From an optimization exercise on the open Yosys and OpenROAD flow, aimed at small area and a short achievable clock period; shortcuts taken in it are not production practice. RTL that was checked went through simulation tests only; none was proved equivalent to the original.

Setup of run A:
// color_match
module color_match (
    input  wire       clk,
    input  wire       rst_n,
    input  wire [7:0] get_r,
    input  wire [7:0] get_g,
    input  wire [7:0] get_b,
    input  wire [7:0] set_r,
    input  wire [7:0] set_g,
    input  wire [7:0] set_b,
    input  wire [2:0] threshold_level,
    output wire [8:0] get_h,
    output wire [7:0] get_s,
    output wire [7:0] get_v,
    output wire [8:0] set_h,
    output wire [7:0] set_s,
    output wire [7:0] set_v,
    output wire [1:0] similar_flag
);
    reg vld;
    always @(posedge clk or negedge rst_n)
        if (!rst_n) vld <= 1'b0;
        else        vld <= 1'b1;
    rgb_hsv rgb_hsv_get_inst (
        .clk   (clk),
        .rst   (rst_n),
        .vld   (vld),
        .rgb_r (get_r),
        .rgb_g (get_g),
        .rgb_b (get_b),
        .hsv_h (get_h),
        .hsv_s (get_s),
        .hsv_v (get_v)
    );
    rgb_hsv rgb_hsv_set_inst (
        .clk   (clk),
        .rst   (rst_n),
        .vld   (vld),
        .rgb_r (set_r),
        .rgb_g (set_g),
        .rgb_b (set_b),
        .hsv_h (set_h),
        .hsv_s (set_s),
        .hsv_v (set_v)
    );
    HSVComparator HSVComparator_inst (
        .clk             (clk),
        .hsv_get_h       (get_h),
        .hsv_get_s       (get_s),
        .hsv_get_v       (get_v),
        .hsv_set_h       (set_h),
  ...
Size: ~2900 cells after synthesis, about 200 flip-flops, roughly 110 I/O pins, roughly 20000 sq um of cells after synthesis.
==> module rgb_hsv, before the edit <==
module rgb_hsv (
    input            clk,
    input            rst,
    input            vld,    
    input      [7:0] rgb_r,
    input      [7:0] rgb_g,
    input      [7:0] rgb_b,
    output reg [8:0] hsv_h,
    output reg [7:0] hsv_s,
    output reg [7:0] hsv_v
);
parameter KH = 2;    
parameter KS = 3;    
function gt8;
    input [7:0] a, b;
    reg   [7:0] g, t;
    integer     m, n;
    begin
        g = a & ~b;
        t = a | ~b;
        for (m = 1; m < 8; m = m * 2)
            for (n = 0; n < 8; n = n + 2 * m) begin
                g[n + 2 * m - 1] = g[n + 2 * m - 1] | (t[n + 2 * m - 1] & g[n + m - 1]);
                t[n + 2 * m - 1] = t[n + 2 * m - 1] & t[n + m - 1];
            end
        gt8 = g[7];
    end
endfunction
function [11:0] add12;
    input [11:0] a, b;
    input        ci;
    reg   [11:0] g, t;
    integer      m, n;
    begin
        g = a & b;
        t = a | b;
        g[0] = g[0] | (t[0] & ci);
        for (m = 1; m < 12; m = m * 2)
            for (n = 11; n >= 0; n = n - 1)
                if ((n / m) % 2 == 1) begin
                    g[n] = g[n] | (t[n] & g[(n / m) * m - 1]);
                    t[n] = t[n] & t[(n / m) * m - 1];
                end
        add12 = a ^ b ^ {g[10:0], ci};
    end
endfunction
function [8:0] dstep;
    input [8:0] p;
    input [7:0] d;
    reg   [8:0] b;
    integer     i;
    begin
        b[0] = 1'b0;
        for (i = 0; i < 8; i = i + 1)
            b[i+1] = (~p[i] & d[i]) | ((~p[i] | d[i]) & b[i]);
        dstep[8]   = p[8] | ~b[8];
        dstep[7:0] = p[7:0] ^ ({8{dstep[8]}} & (d ^ b[7:0]));
    end
endfunction
wire c_rg = gt8(rgb_r, rgb_g);
wire c_rb = gt8(rgb_r, rgb_b);
wire c_gb = gt8(rgb_g, rgb_b);
reg [7:0] r1, g1, b1;
reg       xr1, xg1, xb1;    
reg       nr1, ng1, nb1;    
reg       dr1, dg1, db1;    
always @(posedge clk) begin
    r1  <= rgb_r; g1 <= rgb_g; b1 <= rgb_b;
    xr1 <= c_rg & c_rb;
    xg1 <= ~c_rg & c_gb;
    xb1 <= ~(c_rg & c_rb) & ~(~c_rg & c_gb);
    nr1 <= ~c_rg & ~c_rb;
    nb1 <= c_rb & c_gb;
    ng1 <= ~(~c_rg & ~c_rb) & ~(c_rb & c_gb);
    dr1 <= c_rg ^ c_rb;
    db1 <= ~(c_rg ^ c_rb) & (c_rg ^ c_gb);
    dg1 <= ~(c_rg ^ c_rb) & ~(c_rg ^ c_gb);
end
wire [7:0] mx = ({8{xr1}} & r1) | ({8{xg1}} & g1) | ({8{xb1}} & b1);
wire [7:0] mn = ({8{nr1}} & r1) | ({8{ng1}} & g1) | ({8{nb1}} & b1);
wire [7:0] md = ({8{dr1}} & r1) | ({8{dg1}} & g1) | ({8{db1}} & b1);
wire neg = (xb1 & nr1) | (xg1 & nb1) | (xr1 & ng1);
wire [11:0] mm12 = add12({4'd0, mx}, ~{4'd0, mn}, 1'b1);
wire [7:0]  mm   = mm12[7:0];
wire [11:0] ca = {md, 4'd0};
wire [11:0] cb = ~{4'd0, md};
wire [11:0] cc = ~{mn, 4'd0};
wire [11:0] cd = {4'd0, mn};
wire [11:0] s1 = ca ^ cb ^ cc;
wire [11:0] k1 = {(ca[10:0] & cb[10:0]) | (ca[10:0] & cc[10:0]) | (cb[10:0] & cc[10:0]), 1'b1};
wire [11:0] s2 = s1 ^ k1 ^ cd;
wire [11:0] k2 = {(s1[10:0] & k1[10:0]) | (s1[10:0] & cd[10:0]) | (k1[10:0] & cd[10:0]), 1'b1};
wire [11:0] x15  = add12(s2, k2, 1'b0);
wire [13:0] n60  = {x15, 2'd0};
reg [8:0]    ph;
reg [KH-1:0] qh2;
integer i;
always @(*) begin
    ph = {1'b0, n60[13:6]};
    for (i = 5; i >= 6 - KH; i = i - 1) begin
        ph = dstep({ph[7:0], n60[i]}, mm);
        qh2[i - 6 + KH] = ph[8];
    end
end
reg [8:0]    ps;
reg [KS-1:0] qs2;
integer j;
always @(*) begin
    ps = {1'b0, mm};
    for (j = 7; j >= 8 - KS; j = j - 1) begin
        ps = dstep({ps[7:0], 1'b0}, mx);
        qs2[j - 8 + KS] = ps[8];
    end
end
reg [7:0]    mm_2, mx_2, ph_2, ps_2;
reg [KH-1:0] qh_2;
reg [KS-1:0] qs_2;
reg [5-KH:2] nl_2;
reg          xr_2, xg_2, neg_2;
always @(posedge clk) begin
    mm_2 <= mm; mx_2 <= mx & {8{vld}}; ph_2 <= ph[7:0]; ps_2 <= ps[7:0];
    qh_2 <= qh2; qs_2 <= qs2; nl_2 <= n60[5-KH:2];
    xr_2 <= xr1; xg_2 <= xg1; neg_2 <= neg;
end
reg [8:0] th;
reg [5:0] qh;
integer k;
always @(*) begin
    th = {1'b0, ph_2};
    qh = {qh_2, {(6-KH){1'b0}}};
    for (k = 5 - KH; k >= 0; k = k - 1) begin
        th = dstep({th[7:0], (k >= 2) ? nl_2[k] : 1'b0}, mm_2);
        qh[k] = th[8];
    end
end
reg [8:0] ts;
reg [7:0] qs;
integer l;
always @(*) begin
    ts = {1'b0, ps_2};
    qs = {qs_2, {(8-KS){1'b0}}};
    for (l = 7 - KS; l >= 0; l = l - 1) begin
        ts = dstep({ts[7:0], 1'b0}, mx_2);
        qs[l] = ts[8];
    end
end
wire [5:0] q53 = {3'd0, qh[5:3]};
reg  [5:0] up, dn0, dn1;
always @(*)
    case ({xr_2, xg_2, neg_2})
        3'b100:  begin up = q53;          dn0 = 6'd0;        dn1 = 6'd0;            end
        3'b101:  begin up = 6'd0;         dn0 = 6'd45 - q53; dn1 = 6'd44 - q53;     end
        3'b010:  begin up = 6'd15 + q53;  dn0 = 6'd0;        dn1 = 6'd0;            end
        3'b011:  begin up = 6'd0;         dn0 = 6'd15 - q53; dn1 = 6'd14 - q53;     end
        3'b000:  begin up = 6'd30 + q53;  dn0 = 6'd0;        dn1 = 6'd0;            end
        default: begin up = 6'd0;         dn0 = 6'd30 - q53; dn1 = 6'd29 - q53;     end
    endcase
wire [2:0] nlo = {qh[2] ^ (qh[1] | qh[0]), qh[1] ^ qh[0], qh[0]};
wire       bw  = qh[2] | qh[1] | qh[0];
wire [8:0] hq  = neg_2 ? {bw ? dn1 : dn0, nlo} : {up, qh[2:0]};
wire       grey = ~|mm_2;
wire       nz   = |mx_2;
wire [8:0] h3   = hq & {9{~grey & nz}};
wire [7:0] s3   = qs & {8{nz}};
always @(posedge clk or negedge rst)
    if (!rst) begin
        hsv_h <= 9'd0; hsv_s <= 8'd0; hsv_v <= 8'd0;
    end else begin
        hsv_h <= h3; hsv_s <= s3; hsv_v <= mx_2;
    end
endmodule
Settings: LEC_CHECK=0, ABC_AREA=1, CAP_MARGIN=20, CORE_MARGIN=2, CORE_UTILIZATION=40, PLACE_DENSITY=0.6, SLEW_MARGIN=20; clock period 28.0 ns.
standard.sh (not shown) runs the stock make flow with config.mk's settings and CLKGATE_MAP_FILE= SYNTH_SCRIPT=/design/flow/synth_recipe.tcl, a recipe that flattens the netlist after the stock synthesis.
==> flow/flow/run.sh <==
#!/bin/bash
# The standard layout, with plain buffers (not delay cells) on the ports.
# Placement runs as standard; from clock tree synthesis on, timing repair is
# asked to leave 21 ns of setup slack at the 28 ns clock.
set -euo pipefail
export BUFFER_PORTS_ARGS="-buffer_cell sky130_fd_sc_hd__buf_2"
bash standard.sh place > standard_place.log 2>&1
export SETUP_SLACK_MARGIN=21
bash standard.sh > standard_finish.log 2>&1
Here is what was changed in the inputs of run B compared with run A.
--- a/flow/design.v
+++ b/flow/design.v
@@ -81,16 +81,10 @@
 wire [7:0] md = ({8{dr1}} & r1) | ({8{dg1}} & g1) | ({8{db1}} & b1);
 wire neg = (xb1 & nr1) | (xg1 & nb1) | (xr1 & ng1);
 wire [11:0] mm12 = add12({4'd0, mx}, ~{4'd0, mn}, 1'b1);
+wire [11:0] x12  = add12({4'd0, md}, ~{4'd0, mn}, 1'b1);
 wire [7:0]  mm   = mm12[7:0];
-wire [11:0] ca = {md, 4'd0};
-wire [11:0] cb = ~{4'd0, md};
-wire [11:0] cc = ~{mn, 4'd0};
-wire [11:0] cd = {4'd0, mn};
-wire [11:0] s1 = ca ^ cb ^ cc;
-wire [11:0] k1 = {(ca[10:0] & cb[10:0]) | (ca[10:0] & cc[10:0]) | (cb[10:0] & cc[10:0]), 1'b1};
-wire [11:0] s2 = s1 ^ k1 ^ cd;
-wire [11:0] k2 = {(s1[10:0] & k1[10:0]) | (s1[10:0] & cd[10:0]) | (k1[10:0] & cd[10:0]), 1'b1};
-wire [11:0] x15  = add12(s2, k2, 1'b0);
+wire [7:0]  x    = x12[7:0];
+wire [11:0] x15  = add12({x, 4'd0}, ~{4'd0, x}, 1'b1);    
 wire [13:0] n60  = {x15, 2'd0};
 reg [8:0]    ph;
 reg [KH-1:0] qh2;
Results
Sort run A and run B by relative slew slack asc -> top: run B. Run A -> run B: mapped cell area decreased by a few percent. In the tables for run A and run B, cell count of the worst reg-to-reg path reads higher with run B. Per the comparison of run B with run A, summed area of non-filler cells in the final layout down 1200 sq um; critical path depth higher. Number of nets in the final layout: run B < run A. Between run A and run B, synthesized-area fraction occupied by adder cells decreased. The final reports for run B and run A show die extent in y lower in the former. Taking run A as the reference, in run B number of clock-tree buffers in the layout lower, fmax lower.
No functional check of the RTL was part of run A.

port drivers added, routing unchanged:
Ports are ideal in the flow. The routed layouts listed here were re-timed in OpenROAD.
Step 1 sets driving cells, clkbuf_16 on the clock port and buf_2 on the other inputs (assumed; they add their load-dependent delay and slew).
Step 2 also shifts input and output timing later by t, the mid clock arrival at the registers, as if the neighbouring blocks saw the same clock.
a / b / c = ideal / step 1 / step 2; a / b = the first two.
run	t, ns	setup WS [ns]	worst setup path after step 2	slew at the worst register clock pin (ns)	worst data-port slew with drivers (ns)
run A	0.596	21.141 / 21.159 / 20.567	input to register	0.06 / 0.06	0.04
run B	0.582	21.071 / 21.071 / 20.684	input to register	0.07 / 0.07	0.05
After both steps setup and hold are still met in every run listed. The setup slack of run A, which loses most, moves by +0.018 ns with the drivers and by -0.574 ns with both steps.
